From an optimization exercise on the open Yosys and OpenROAD flow, aimed at small area; shortcuts taken in it are not production practice. At most, simulation tests tie the RTL to the original design; equivalence was not proved. No driver is modelled on the clock port, so clock power and skew are understated where the tree is cut down; a real chip needs a root buffer or a tree. Power is estimated from default activity; no workload was simulated.

## top
module top
(
    input                   clk,
    input                   resetn,
    input       [15:0]      SW,
    input       [4:0]       BTN,
    output      [15:0]      LED,
    output                  DP,
    output      [7:0]       AN,
    output      [6:0]       C
    );
Size: roughly 440 cells after synthesis, about 70 flip-flops, ~55 I/O pins.
clock: 10.0 ns
lec_check: 0
cap_margin: 20
core_margin: 2
core_utilization: 40
slew_margin: 20
standard.sh (not shown) runs the stock make flow with config.mk's settings and CLKGATE_MAP_FILE= SYNTH_SCRIPT=/design/flow/synth_recipe.tcl, a recipe that flattens the netlist after the stock synthesis.
==> flow/flow/run.sh <==
#!/bin/bash
# Own layout flow: the standard ORFS flow (standard.sh) with three changes.
#  1. Synthesis is synth_recipe.tcl unchanged except that Yosys's abc pass maps
#     the combinational logic with flow/abc_area.script (area-oriented) instead
#     of ORFS's delay-oriented script, and ADDER_MAP_FILE is left empty so that
#     half adders are not extracted ahead of abc. Registers are not touched.
#  2. Port buffers are sky130_fd_sc_hd__buf_1.
#  3. TritonCTS runs as usual, then flow/clock_tree.tcl (POST_CTS hook)
#     replaces its tree with four clkbuf_8 buffers fed by the clock port.
# make's output goes to standard.log; ORFS keeps each step's log under orfs/logs.
set -euo pipefail
HERE=$(pwd)
cat > "$HERE/area_synth.tcl" <<EOS
proc abc {args} {
  set i [lsearch -exact \$args -script]
  if {\$i >= 0} { lset args [expr {\$i + 1}] $HERE/flow/abc_area.script }
  set j [lsearch -exact \$args -D]
  if {\$j >= 0} { set args [lreplace \$args \$j [expr {\$j + 1}]] }
  yosys abc {*}\$args
}
source $HERE/synth_recipe.tcl
EOS
export BUFFER_PORTS_ARGS="-buffer_cell sky130_fd_sc_hd__buf_1"
export CTS_ARGS="-sink_clustering_enable -repair_clock_nets -buf_list {sky130_fd_sc_hd__clkbuf_4 sky130_fd_sc_hd__clkbuf_8} -dont_use_dummy_load"
export POST_CTS_TCL="$HERE/flow/clock_tree.tcl"
export FLAT_CTS_BUF=sky130_fd_sc_hd__clkbuf_8
export FLAT_CTS_NET=clk
bash standard.sh SYNTH_SCRIPT="$HERE/area_synth.tcl" ADDER_MAP_FILE= finish > standard.log 2>&1
Other scripts of this flow, unchanged in this note and not shown: flow/flow/abc_area.script, flow/flow/clock_tree.tcl
Change:
--- a/flow/design.v
+++ b/flow/design.v
@@ -80,22 +80,24 @@
     wire at1  = LED[1];
     wire at14 = LED[14];
     wire at15 = LED[15];
     wire atend = at0 | at15;
     wire step = newClk & game;
     wire side_n = side ^ (atend | (~realisearlier & ((at1 & SW[0]) | (at14 & SW[15]))));
     wire [3:0] g = pos ^ {4{side_n}};
-    wire [3:0] pos_mv = {pos[3] ^ (g[2] & g[1] & g[0]), pos[2] ^ (g[1] & g[0]), pos[1] ^ g[0], ~pos[0]};
+    wire [3:0] pos_t = {step & (at15 | (~at0 & g[2] & g[1] & g[0])),
+                        step & (at0 | (~at15 & g[1] & g[0])),
+                        step & (at0 | (~at15 & g[0])),
+                        step & ~at15};
     always @(posedge clk) begin
-        if (rst) begin
-            pos <= 4'd5; side <= 1'b0;
-        end else if (step) begin
-            side <= side_n;
-            pos <= atend ? 4'd7 : pos_mv;
-        end
+        pos[0] <= rst | (pos[0] ^ pos_t[0]);
+        pos[1] <= ~rst & (pos[1] ^ pos_t[1]);
+        pos[2] <= rst | (pos[2] ^ pos_t[2]);
+        pos[3] <= ~rst & (pos[3] ^ pos_t[3]);
+        side <= ~rst & (side ^ (step & (side ^ side_n)));
     end
     wire isearlier_w = dly[1] & ~dly[0];
     always @(posedge clk) begin
         dly[1] <= ~rst & isearlier;
         dly[0] <= dly[1];
         realisearlier <= ~rst & (isearlier_w | (realisearlier & ~atend));
         isearlier <= ~rst & (game ? ~atend & (isearlier | (SW[0] & ~at1) | (SW[15] & ~at14)) : isearlier);
Result: The changed run finished clean; area after synthesis stays flat; fmax came out higher slightly; final cell count is about the same; critical path depth goes up by 6; power hardly moves; routed wire length shrinks slightly; combinational power rises by a few percent; clock skew shrinks by 0.0042 ns; register-to-register slack is worse by 0.03 ns; sequential power stays flat; first-iteration DRC count rises by about a fifth; final area is about the same.
No run of this note takes its clock network from TritonCTS; it comes from the design's own scripts or RTL.


## run a
The RTL this note starts from:
==> flow/design.v <==
module decoder ( input wire [4:0] x, output wire [6:0] y );
    localparam [31:0] SEG0 = 32'hffff2812;
    localparam [31:0] SEG1 = 32'hffffd860;
    localparam [31:0] SEG2 = 32'hffffd004;
    localparam [31:0] SEG3 = 32'hffff8492;
    localparam [31:0] SEG4 = 32'hfffe02ba;
    localparam [31:0] SEG5 = 32'hffff208e;
    localparam [31:0] SEG6 = 32'hfffe1083;
    assign y = {SEG6[x], SEG5[x], SEG4[x], SEG3[x], SEG2[x], SEG1[x], SEG0[x]};
endmodule
`timescale 1ns / 1ps
module top
(
    input                   clk,
    input                   resetn,
    input       [15:0]      SW,
    input       [4:0]       BTN,
    output      [15:0]      LED,
    output                  DP,
    output      [7:0]       AN,
    output      [6:0]       C
    );
    reg         [1:0]       state;
    wire menu = ~state[0] & ~state[1];
    wire game = state[0];
    wire err  = state[1];
    reg         [1:0]       st;      
    reg         [3:0]       so;      
    reg         [4:0]       t1, t2;  
    reg         [3:0]       o1, o2;  
    reg                     isearlier;
    reg                     realisearlier;
    reg                     side;
    reg         [3:0]       pos;     
    reg         [2:0]       dig;     
    reg         [1:0]       sd1, sd2, dly;
    reg         [4:0]       fcr, fcl;    
    reg         [3:0]       prescale;
    reg         [9:0]       tic;
    reg         [4:0]       x;
    assign DP = 1'b1;
    wire newClk = &prescale;
    wire press1 = sd1[1] & ~sd1[0];
    wire press2 = sd2[1] & ~sd2[0];
    wire isearlier_w = dly[1] & ~dly[0];
    wire at0  = pos == 4'd0;
    wire at1  = pos == 4'd1;
    wire at14 = pos == 4'd14;
    wire at15 = pos == 4'd15;
    wire atend = at0 | at15;
    wire flag_right = fcr[4] & fcr[3] & fcr[1];
    wire flag_left  = fcl[4] & fcl[3] & fcl[1];
    wire [4:0] fcr_step = {fcr[3:0], ~(fcr[4] ^ fcr[1])};
    wire [4:0] fcl_step = {fcl[3:0], ~(fcl[4] ^ fcl[1])};
    wire eq1 = (t1 == {3'b0, st}) & (o1 == so);
    wire eq2 = (t2 == {3'b0, st}) & (o2 == so);
    wire eq  = eq1 | eq2;
    always @(posedge clk) begin
        if (!resetn) begin
            sd1 <= 2'b0; sd2 <= 2'b0; dly <= 2'b0;
        end else begin
            sd1 <= {BTN[2], sd1[1]};
            sd2 <= {BTN[3], sd2[1]};
            dly <= {isearlier, dly[1]};
        end
    end
    always @(posedge clk) begin
        if (!resetn) state <= 2'b00;
        else if (menu) begin
            if (BTN[1]) state <= (st == 2'd0 && so == 4'd0) ? 2'b10 : 2'b01;
        end
        else if (game) begin
            if (eq) state <= 2'b00;
        end
        else if (err) begin
            if (BTN[4]) state <= 2'b00;
        end
        else state <= 2'b00;
    end
    always @(posedge clk) begin
        if (!resetn) begin
            st <= 2'd0; so <= 4'd5;
        end
        else if (BTN[2] && menu && press1 && st != 2'd2) begin
            if (so == 4'd9) begin so <= 4'd0; st <= st + 1'b1; end
            else so <= so + 1'b1;
        end
        else if (BTN[3] && !(st == 2'd0 && so == 4'd0) && menu && press2) begin
            if (so == 4'd0) begin so <= 4'd9; st <= st - 1'b1; end
            else so <= so - 1'b1;
        end
        else if (BTN[4] && err) begin
            st <= 2'd0; so <= 4'd5;
        end
    end
    wire inc1 = game & (at15 | flag_left);
    wire inc2 = game & (at0 | flag_right);
    wire [4:0] bt1 = eq ? 5'd0 : t1;
    wire [3:0] bo1 = eq ? 4'd0 : o1;
    wire [4:0] bt2 = eq ? 5'd0 : t2;
    wire [3:0] bo2 = eq ? 4'd0 : o2;
    always @(posedge clk) begin
        if (!resetn) begin
            t1 <= 5'd0; o1 <= 4'd0; t2 <= 5'd0; o2 <= 4'd0;
            fcr <= 5'd8; fcl <= 5'd8;
        end
        else if (newClk) begin
            if (inc1) begin
                if (bt1 == 5'd25 && bo1 == 4'd5) begin t1 <= 5'd0; o1 <= 4'd0; end
                else if (bo1 == 4'd9) begin t1 <= bt1 + 1'b1; o1 <= 4'd0; end
                else begin t1 <= bt1; o1 <= bo1 + 1'b1; end
            end
            else begin t1 <= bt1; o1 <= bo1; end
            if (inc2) begin
                if (bt2 == 5'd25 && bo2 == 4'd5) begin t2 <= 5'd0; o2 <= 4'd0; end
                else if (bo2 == 4'd9) begin t2 <= bt2 + 1'b1; o2 <= 4'd0; end
                else begin t2 <= bt2; o2 <= bo2 + 1'b1; end
            end
            else begin t2 <= bt2; o2 <= bo2; end
            if (game) begin
                if (!SW[0]) fcr <= 5'd8;
                else if (!flag_right) fcr <= fcr_step;
                if (!SW[15]) fcl <= 5'd8;
                else if (!flag_left) fcl <= fcl_step;
            end
        end
    end
    always @(posedge clk) begin
        if (!resetn) realisearlier <= 1'b0;
        else if (isearlier_w) realisearlier <= 1'b1;
        else if (atend) realisearlier <= 1'b0;
    end
    always @(posedge clk) begin
        if (!resetn) isearlier <= 1'b0;
        else if (game) begin
            if (atend) isearlier <= 1'b0;
            else if ((SW[0] && !at1) || (SW[15] && !at14)) isearlier <= 1'b1;
        end
    end
    wire side_n = side ^ (atend | (!realisearlier & ((at1 & SW[0]) | (at14 & SW[15]))));
    always @(posedge clk) begin
        if (!resetn) begin
            pos <= 4'd5; side <= 1'b0;
        end
        else if (newClk && game) begin
            side <= side_n;
            if (atend) pos <= 4'd7;
            else if (side_n) pos <= pos - 1'b1;
            else pos <= pos + 1'b1;
        end
    end
    always @(posedge clk) begin
        if (!resetn) prescale <= 4'd0;
        else prescale <= prescale + 1'b1;
    end
    localparam [9:0] TIC0 = 10'd178;
    wire tic_end = tic[9] & tic[8] & tic[7] & tic[6] & tic[4] & tic[3] & tic[1] & tic[0];
    always @(posedge clk) begin
        if (!resetn) begin
            dig <= 3'd1; tic <= TIC0;
        end
        else if (tic_end) begin
            tic <= TIC0;
            if (game & dig == 3'd1) dig <= 3'd6;
            else if (menu & dig == 3'd1) dig <= 3'd3;
            else if (err & dig == 3'd7) dig <= 3'd3;
            else dig <= dig + 1'b1;
        end
        else tic <= {tic[8:0], ~(tic[9] ^ tic[2])};
    end
    always @(posedge clk) begin
        if (game) begin
            case (dig)
                3'd0: x <= {1'b0, o1};
                3'd1: x <= t1;
                3'd7: x <= t2;
                3'd6: x <= {1'b0, o2};
                default: ;
            endcase
        end
        else if (menu) begin
            case (dig)
                3'd7: x <= 5'd5;
                3'd6: x <= 5'd12;
                3'd5: x <= 5'd0;
                3'd4: x <= 5'd16;
                3'd3: x <= 5'd14;
                3'd0: x <= {1'b0, so};
                3'd1: x <= {3'b0, st};
                default: ;
            endcase
        end
        else if (err) begin
            case (dig)
                3'd7: x <= 5'd14;
                3'd6: x <= 5'd16;
                3'd5: x <= 5'd16;
                3'd4: x <= 5'd0;
                3'd3: x <= 5'd16;
                default: ;
            endcase
        end
    end
    decoder dc(.x(x), .y(C));
    genvar i;
    generate
        for (i = 0; i < 16; i = i + 1) begin : g_led
            assign LED[i] = pos == i;
        end
        for (i = 0; i < 8; i = i + 1) begin : g_an
            assign AN[i] = dig != i;
        end
    endgenerate
endmodule
==> flow/config.mk <==
export PLATFORM = sky130hd
export DESIGN_NAME = top
export DESIGN_NICKNAME = top
export VERILOG_FILES = /design/flow/design.v
export SDC_FILE = /design/flow/constraint.sdc
export NUM_CORES = 4
export LEC_CHECK = 0
export CAP_MARGIN = 20
export CORE_MARGIN = 2
export CORE_UTILIZATION = 40
export SLEW_MARGIN = 20
==> flow/constraint.sdc <==
create_clock -name core_clock -period 10.0 [get_ports {clk}]
set_input_delay 2.0000 -clock core_clock [delete_from_list [all_inputs] [get_ports {clk}]]
set_output_delay 2.0000 -clock core_clock [all_outputs]
set_load 0.01 [all_outputs]
run.sh (not shown) runs the stock make flow with config.mk's settings and CLKGATE_MAP_FILE= SYNTH_SCRIPT=/design/flow/synth_recipe.tcl, a recipe that flattens the netlist after the stock synthesis.
Stock flow here: none of the scripts above is used.
Here is what was changed in the inputs of run b compared with run a.
diff --git a/flow/design.v b/flow/design.v
--- a/flow/design.v
+++ b/flow/design.v
@@ -45,16 +45,14 @@
     wire isearlier_w = dly[1] & ~dly[0];
     wire at0  = pos == 4'd0;
     wire at1  = pos == 4'd1;
     wire at14 = pos == 4'd14;
     wire at15 = pos == 4'd15;
     wire atend = at0 | at15;
-    wire flag_right = fcr[4] & fcr[3] & fcr[1];
-    wire flag_left  = fcl[4] & fcl[3] & fcl[1];
-    wire [4:0] fcr_step = {fcr[3:0], ~(fcr[4] ^ fcr[1])};
-    wire [4:0] fcl_step = {fcl[3:0], ~(fcl[4] ^ fcl[1])};
+    wire flag_right = fcr == 5'd22;
+    wire flag_left  = fcl == 5'd22;
     wire eq1 = (t1 == {3'b0, st}) & (o1 == so);
     wire eq2 = (t2 == {3'b0, st}) & (o2 == so);
     wire eq  = eq1 | eq2;
     always @(posedge clk) begin
         if (!resetn) begin
             sd1 <= 2'b0; sd2 <= 2'b0; dly <= 2'b0;
@@ -99,13 +97,13 @@
     wire [3:0] bo1 = eq ? 4'd0 : o1;
     wire [4:0] bt2 = eq ? 5'd0 : t2;
     wire [3:0] bo2 = eq ? 4'd0 : o2;
     always @(posedge clk) begin
         if (!resetn) begin
             t1 <= 5'd0; o1 <= 4'd0; t2 <= 5'd0; o2 <= 4'd0;
-            fcr <= 5'd8; fcl <= 5'd8;
+            fcr <= 5'd0; fcl <= 5'd0;
         end
         else if (newClk) begin
             if (inc1) begin
                 if (bt1 == 5'd25 && bo1 == 4'd5) begin t1 <= 5'd0; o1 <= 4'd0; end
                 else if (bo1 == 4'd9) begin t1 <= bt1 + 1'b1; o1 <= 4'd0; end
                 else begin t1 <= bt1; o1 <= bo1 + 1'b1; end
@@ -115,16 +113,16 @@
                 if (bt2 == 5'd25 && bo2 == 4'd5) begin t2 <= 5'd0; o2 <= 4'd0; end
                 else if (bo2 == 4'd9) begin t2 <= bt2 + 1'b1; o2 <= 4'd0; end
                 else begin t2 <= bt2; o2 <= bo2 + 1'b1; end
             end
             else begin t2 <= bt2; o2 <= bo2; end
             if (game) begin
-                if (!SW[0]) fcr <= 5'd8;
-                else if (!flag_right) fcr <= fcr_step;
-                if (!SW[15]) fcl <= 5'd8;
-                else if (!flag_left) fcl <= fcl_step;
+                if (!SW[0]) fcr <= 5'd0;
+                else if (!flag_right) fcr <= fcr + 1'b1;
+                if (!SW[15]) fcl <= 5'd0;
+                else if (!flag_left) fcl <= fcl + 1'b1;
             end
         end
     end
     always @(posedge clk) begin
         if (!resetn) realisearlier <= 1'b0;
         else if (isearlier_w) realisearlier <= 1'b1;
@@ -150,26 +148,24 @@
         end
     end
     always @(posedge clk) begin
         if (!resetn) prescale <= 4'd0;
         else prescale <= prescale + 1'b1;
     end
-    localparam [9:0] TIC0 = 10'd178;
-    wire tic_end = tic[9] & tic[8] & tic[7] & tic[6] & tic[4] & tic[3] & tic[1] & tic[0];
-    always @(posedge clk) begin
-        if (!resetn) begin
-            dig <= 3'd1; tic <= TIC0;
-        end
-        else if (tic_end) begin
-            tic <= TIC0;
+    always @(posedge clk) begin
+        if (!resetn) begin
+            dig <= 3'd1; tic <= 10'd0;
+        end
+        else if (tic == 10'd1000) begin
+            tic <= 10'd0;
             if (game & dig == 3'd1) dig <= 3'd6;
             else if (menu & dig == 3'd1) dig <= 3'd3;
             else if (err & dig == 3'd7) dig <= 3'd3;
             else dig <= dig + 1'b1;
         end
-        else tic <= {tic[8:0], ~(tic[9] ^ tic[2])};
+        else tic <= tic + 1'b1;
     end
     always @(posedge clk) begin
         if (game) begin
             case (dig)
                 3'd0: x <= {1'b0, o1};
                 3'd1: x <= t1;
[summary]
After detailed routing, run a needs less wire than run b. Diff run a -> run b: design area higher; met1 layer wirelength in the final routing went up by about 1%; number of distinct standard cells referenced by the synthesized netlist shows an increase of 12; wire length per cell fell by 0.86%; worst hold margin went up 0.012 ns. Number of tap instances of run b exceeds that of run a by a few percent. Every run in the comparison, run b and run a, completed the flow with a clean layout. Post-synth design cell area in run b is 7.3% above run a. C[3] as the endpoint of the worst setup timing path was reported by run a, and AN[1] by run b.
For run a, only the layout was checked, not whether the RTL still works.

==> afterwards: timing with drivers on the ports <==
The flow's constraints put no driver on any port. The routed layouts listed below were extracted and timed again, unchanged, in two steps.
Step 1, drivers: a clkbuf_16 drives clk and a buf_2 each remaining input, both assumed.
Step 2 adds t to the input delays and takes it off the output delays; t is the mean of the earliest and latest rising clock arrival at the registers after step 1. Input paths then give back, and output paths get back, about the clock's delay inside the block.
Slacks: ideal ports / drivers / drivers and shift; pairs: ideal ports / drivers.
| run | t (ns) | slack for setup (ns) | hold slack, ns | worst setup path at the end | pins driven straight from the clock port |
|---|---|---|---|---|---|
| the first run of note 1 | 0.224 | 6.054 / 6.095 / 5.871 | 0.364 / 0.364 / 0.364 | input to register | 4 |
| the second run of note 1 | 0.220 | 6.067 / 6.108 / 5.888 | 0.356 / 0.356 / 0.356 | input to register | 4 |
| run a | 0.379 | 5.517 / 5.478 / 5.857 | 0.438 / 0.438 / 0.438 | register to output | 1 |
| run b | 0.379 | 5.650 / 5.608 / 5.784 | 0.450 / 0.450 / 0.450 | input to register | 1 |
After both steps setup and hold are still met in every run listed. The setup slack of the first run of note 1, which loses most, moves by +0.041 ns with the drivers and by -0.183 ns with both steps.
